This is an optimization exercise on Yosys and OpenROAD, whose aim is small area, a short achievable clock period and few clock cycles, not a production implementation.
Power and IR drop assume default switching activity.

== the baseline ==
==> flow/design.v <==
module drawLine
    (
        output logic [18:0] addr  ,
        output logic [31:0] data  ,
        output logic        wr    ,
        input  logic        busy  ,
        input  logic        clk   ,
        input  logic        reset ,
        input  logic        clk_en,
        input  logic        start ,
        output logic        done  ,
        input  logic [31:0] dataa ,
        input  logic [31:0] datab ,
        input  logic  [7:0] n     ,
        output logic [31:0] result
    );
    logic        sb, sc, se, sf, sg, sw, run;   
    logic        single;                            
    logic        first;                             
    logic        steep, sgx, sgy;
    logic [10:0] freg;
    logic  [9:0] cnt;
    wire [9:0] rp = result[9:0];
    wire [9:0] rq = result[29:20];
    wire idle = ~(sb | sc | se | sf | sg | sw | run);
    wire [9:0] x0 = dataa[9:0];
    wire [9:0] y0 = dataa[19:10];
    wire [9:0] x1 = dataa[29:20];
    wire [9:0] y1 = datab[9:0];
    wire       empty = (x0 == x1) && (y0 == y1) && (n != 8'd0);
    logic       cci;
    wire [11:0] ccw = {1'b0, cnt, 1'b1} + {1'b0, ~rq, cci};
    wire        ccout = ccw[11];
    wire  [9:0] cc = ccw[10:1];
    wire        g    = ~freg[10];               
    logic       sbc;                            
    wire        fsel = sbc | g;
    wire        fci  = sb | g;
    wire [10:0] fop  = fsel ? ~{1'b0, rp} : {1'b0, rq};
    wire [11:0] fsw  = {freg, 1'b1} + {fop, fci};
    wire [10:0] fs   = fsw[11:1];
    wire  [9:0] bigD = steep ? rq : cnt;
    logic       mxs, mys;                       
    wire        mx  = g ? ~first : mxs;
    wire        my  = g ? ~first : mys;
    wire        xn  = mx & sgx;
    wire        h0  = my ^ xn;
    wire        h1  = my ? sgy : xn;
    wire        h2  = my ? ~sgy : xn;
    wire [18:0] addend = {{9{h1}}, h2, h1, h0, {6{xn}}, mx}
                       | {2'b00, rp & {10{sb}}, 7'd0}
                       | {9'd0, rq[9:7] & {3{sc}}, 7'd0};
    wire [18:0] asum = addr + addend;
    wire issue = ~busy;
    wire start_e = idle & start;
    wire ev_run  = (sg | run) & issue;           
    wire last    = (cnt == 10'd1);
    wire ev_one  = ((sc & single) | sw) & issue;  
    wire fin     = (ev_run & last) | ev_one;      
    wire fin_ld  = ((sg | run) & last) | (sc & single) | sw;
    wire        en_cnt  = start_e | sc | (sf & steep) | ev_run;
    wire  [9:0] d_cnt   = (sg | run) ? cnt - 10'd1 :
                          sc ? cc ^ {10{sgx}} :
                          sf ? rq : x1;
    wire        en_freg = start_e | sb | sc | sf | sg | (run & issue & ~first);
    wire [10:0] d_freg  = sf ? ~{2'b00, bigD[9:1]} :
                          idle ? {1'b0, y1} : fs;
    wire        en_addr = start_e | sb | sc | (run & issue);
    wire [18:0] d_addr  = idle ? {y0, 2'b00, x0[6:0]} : asum;
    wire        go      = start_e & ~empty;
    wire        en_rp   = go | sb | sf | fin_ld;
    wire  [9:0] d_rp    = idle ? y0 : sb ? 10'd0 : sf ? cc ^ {10{steep}} : datab[9:0];
    wire        en_rq   = go | (sc & ~single) | (sf & steep) | fin_ld;
    wire  [9:0] d_rq    = idle ? x0 : (sc & ~single) ? fs[9:0] ^ {10{freg[10]}} : sf ? cnt : datab[29:20];
    wire        en_col  = go | fin_ld;
    assign data = {22'd0, result[19:10]};
    always_ff @(posedge clk) begin
        if (reset) begin
            sb     <= 1'b0;
            sc     <= 1'b0;
            se     <= 1'b0;
            sf     <= 1'b0;
            sg     <= 1'b0;
            sw     <= 1'b0;
            run    <= 1'b0;
            wr     <= 1'b0;
            done   <= 1'b0;
            result <= 32'd0;
        end else if (clk_en) begin
            sb   <= start_e & ~empty;
            sc   <= sb;
            se   <= sc & ~single;
            sf   <= se;
            sg   <= sf;
            sw   <= ((sc & single) | sw) & ~issue;
            run  <= (sg | run) & ~(issue & last);
            wr   <= ev_run | ev_one;
            done <= (start_e & empty) | fin;
            if (en_rp)  result[9:0]   <= d_rp;
            if (en_col) result[19:10] <= datab[19:10];
            if (en_rq)  result[29:20] <= d_rq;
            if (fin_ld) result[31:30] <= datab[31:30];
        end
    end
    always_ff @(posedge clk) begin
        if (clk_en) begin
            if (start_e) begin
                single <= (n == 8'd0);
            end
            cci <= go | ((sb | se) & ccout);
            sbc <= go | sb;
            if (start_e | ev_run)
                first <= start_e;
            if (start_e | (ev_run & first)) begin
                mxs <= ~start_e & ~steep;
                mys <= ~start_e & steep;
            end
            if (sb)
                sgx <= ~ccout;
            if (sc)
                sgy <= freg[10];
            if (se)
                steep <= ~ccout;
            if (en_cnt)
                cnt <= d_cnt;
            if (en_freg)
                freg <= d_freg;
            if (en_addr)
                addr <= d_addr;
        end
    end
endmodule
==> flow/config.mk <==
export PLATFORM = sky130hd
export DESIGN_NAME = drawLine
export DESIGN_NICKNAME = drawLine
export VERILOG_FILES = /design/flow/design.v
export SDC_FILE = /design/flow/constraint.sdc
export NUM_CORES = 4
export LEC_CHECK = 0
export ABC_CLOCK_PERIOD_IN_PS = 2500
export CAP_MARGIN = 20
export CORE_MARGIN = 2
export CORE_UTILIZATION = 40
export PLACE_DENSITY = 0.6
export SETUP_SLACK_MARGIN = 2.9
export SLEW_MARGIN = 20
==> flow/constraint.sdc <==
create_clock -name core_clock -period 6.0 [get_ports {clk}]
set_input_delay 1.2000 -clock core_clock [delete_from_list [all_inputs] [get_ports {clk}]]
set_output_delay 1.2000 -clock core_clock [all_outputs]
set_load 0.01 [all_outputs]
standard.sh (not shown) runs the stock make flow with config.mk's settings and CLKGATE_MAP_FILE= SYNTH_SCRIPT=/design/flow/synth_recipe.tcl, a recipe that flattens the netlist after the stock synthesis.
==> flow/flow/run.sh <==
#!/bin/bash
# Standard layout, with the port buffers made of the smallest buffer cell
# (the resizer upsizes them where timing needs it).
set -euo pipefail
export BUFFER_PORTS_ARGS="-buffer_cell sky130_fd_sc_hd__buf_1"
bash standard.sh finish > make_finish.log 2>&1
Input-level comparison between the candidate and the baseline:
==> flow/design.v <==
module drawLine
    (
        output logic [18:0] addr  ,
        output logic [31:0] data  ,
        output logic        wr    ,
        input  logic        busy  ,
        input  logic        clk   ,
        input  logic        reset ,
        input  logic        clk_en,
        input  logic        start ,
        output logic        done  ,
        input  logic [31:0] dataa ,
        input  logic [31:0] datab ,
        input  logic  [7:0] n     ,
        output logic [31:0] result
    );
    logic        sa, sb, sc, sd, se, sf, sg, sw, run;   
    logic        single;                            
    logic        first;                             
    logic        steep, sgx, sgy;
    logic [10:0] freg;
    logic  [9:0] cnt;
    wire [9:0] rp = result[9:0];
    wire [9:0] rq = result[29:20];
    wire idle = ~(sa | sb | sc | sd | se | sf | sg | sw | run);
    wire [9:0] x0 = dataa[9:0];
    wire [9:0] y0 = dataa[19:10];
    wire [9:0] x1 = dataa[29:20];
    wire [9:0] y1 = datab[9:0];
    wire       empty = (x0 == x1) && (y0 == y1) && (n != 8'd0);
    logic       cci;
    wire [11:0] ccw = {1'b0, cnt, 1'b1} + {1'b0, ~rq, cci};
    wire        ccout = ccw[11];
    wire  [9:0] cc = ccw[10:1];
    wire        g    = ~freg[10];               
    logic       sbc;                            
    wire        fsel = sbc | g;
    wire        fci  = sb | g;
    wire [10:0] fop  = fsel ? ~{1'b0, rp} : {1'b0, rq};
    wire [11:0] fsw  = {freg, 1'b1} + {fop, fci};
    wire [10:0] fs   = fsw[11:1];
    wire  [9:0] bigD = steep ? rq : cnt;
    wire        mx  = ~first & (~steep | g);
    wire        my  = ~first & (steep | g);
    wire        xn  = mx & sgx;
    wire        h0  = my ^ xn;
    wire        h1  = my ? sgy : xn;
    wire        h2  = my ? ~sgy : xn;
    wire [18:0] addend = {{9{h1}}, h2, h1, h0, {6{xn}}, mx}
                       | {2'b00, rp & {10{sb}}, 7'd0}
                       | {9'd0, rq[9:7] & {3{sc}}, 7'd0};
    wire [18:0] asum = addr + addend;
    wire issue = ~busy;
    wire start_e = idle & start;
    wire ev_run  = (sg | run) & issue;           
    wire last    = (cnt == 10'd1);
    wire ev_one  = ((sc & single) | sw) & issue;  
    wire fin     = (ev_run & last) | ev_one;      
    wire fin_ld  = ((sg | run) & last) | (sc & single) | sw;
    wire        en_cnt  = start_e | sc | (sf & steep) | ev_run;
    wire  [9:0] d_cnt   = (sg | run) ? cnt - 10'd1 :
                          sc ? cc ^ {10{sgx}} :
                          sf ? rq : x1;
    wire        en_freg = start_e | sb | sc | sf | sg | (run & issue & ~first);
    wire [10:0] d_freg  = sf ? ~{2'b00, bigD[9:1]} :
                          idle ? {1'b0, y1} : fs;
    wire        en_addr = start_e | sb | sc | (run & issue);
    wire [18:0] d_addr  = idle ? {y0, 2'b00, x0[6:0]} : asum;
    wire        en_rp   = sa | sb | sf | fin_ld;
    wire  [9:0] d_rp    = sa ? y0 : sb ? 10'd0 : sf ? cc ^ {10{steep}} : datab[9:0];
    wire        en_rq   = sa | sd | (sf & steep) | fin_ld;
    wire  [9:0] d_rq    = sa ? x0 : sd ? freg[9:0] ^ {10{sgy}} : sf ? cnt : datab[29:20];
    wire        en_col  = sa | fin_ld;
    assign data = {22'd0, result[19:10]};
    always_ff @(posedge clk) begin
        if (reset) begin
            sa     <= 1'b0;
            sb     <= 1'b0;
            sc     <= 1'b0;
            sd     <= 1'b0;
            se     <= 1'b0;
            sf     <= 1'b0;
            sg     <= 1'b0;
            sw     <= 1'b0;
            run    <= 1'b0;
            wr     <= 1'b0;
            done   <= 1'b0;
            result <= 32'd0;
        end else if (clk_en) begin
            sa   <= start_e & ~empty;
            sb   <= sa;
            sc   <= sb;
            sd   <= sc & ~single;
            se   <= sd;
            sf   <= se;
            sg   <= sf;
            sw   <= ((sc & single) | sw) & ~issue;
            run  <= (sg | run) & ~(issue & last);
            wr   <= ev_run | ev_one;
            done <= (start_e & empty) | fin;
            if (en_rp)  result[9:0]   <= d_rp;
            if (en_col) result[19:10] <= datab[19:10];
            if (en_rq)  result[29:20] <= d_rq;
            if (fin_ld) result[31:30] <= datab[31:30];
        end
    end
    always_ff @(posedge clk) begin
        if (clk_en) begin
            if (start_e) begin
                single <= (n == 8'd0);
            end
            cci <= sa | ((sb | se) & ccout);
            sbc <= sa | sb;
            if (start_e | ev_run)
                first <= start_e;
            if (sb)
                sgx <= ~ccout;
            if (sc)
                sgy <= freg[10];
            if (se)
                steep <= ~ccout;
            if (en_cnt)
                cnt <= d_cnt;
            if (en_freg)
                freg <= d_freg;
            if (en_addr)
                addr <= d_addr;
        end
    end
endmodule
==> run summary <==
Looking at number of antenna violations at the first check in global routing across the baseline and the candidate, the one that comes out higher is the baseline. Cmp the baseline and the candidate / setup slack / lower: the baseline. Clock power share is lower on the baseline. The clock skew of the baseline and that of the candidate are within noise of each other. The run showing the greater number of antenna cells inserted is the baseline. Delta(footprint of the multi-input gates, the candidate - the baseline) < 0. Area share of buffers outside the clock network up 1.7 points in the candidate wrt the baseline. The candidate ends up with a total power per unit cell area that is 35 nW/um^2 lower than in the baseline. Taking the baseline as the reference, in the candidate post-placement cell area dropped about 1.5%, power dropped 0.32 mW, horizontal extent of the die dropped about 0.8%. Against the baseline as the reference, the candidate delivers a lower met2 track demand over resource in global routing. Slowest stage cell on the critical path = or4b_1: the baseline; slowest stage cell on the critical path = edfxtp_1: the candidate. Number of standard cells in the layout, taps in and fillers out went up slightly going from the baseline to the candidate.
No functional check of the RTL was part of any run of this note.

==> port drivers added, routing unchanged <==
Ports are ideal in the flow. The routed layouts listed here were re-timed in OpenROAD.
Step 1: set_driving_cell puts a clkbuf_16 on clk and a buf_2 on each other input, an assumption about the parent block.
Step 2, shift: input delay + t, output delay - t, t = (earliest + latest rising clock arrival at the registers) / 2. This alone moves slack from input paths to output paths.
Slacks: ideal ports / drivers / drivers and shift; pairs: ideal ports / drivers.
| run | shift t [ns] | setup slack, ns | latest minus earliest clock arrival (ns) | worst register clock-pin slew, ns |
|---|---|---|---|---|
| the baseline | 0.398 | 2.838 / 2.838 / 2.621 | 0.012 / 0.012 | 0.08 / 0.08 |
| the candidate | 0.398 | 2.932 / 2.932 / 2.798 | 0.011 / 0.011 | 0.08 / 0.08 |
After both steps setup and hold are still met in every run listed. For the baseline, which loses most, drivers alone change the setup slack by 0.000 ns; drivers and shift together by -0.217 ns.
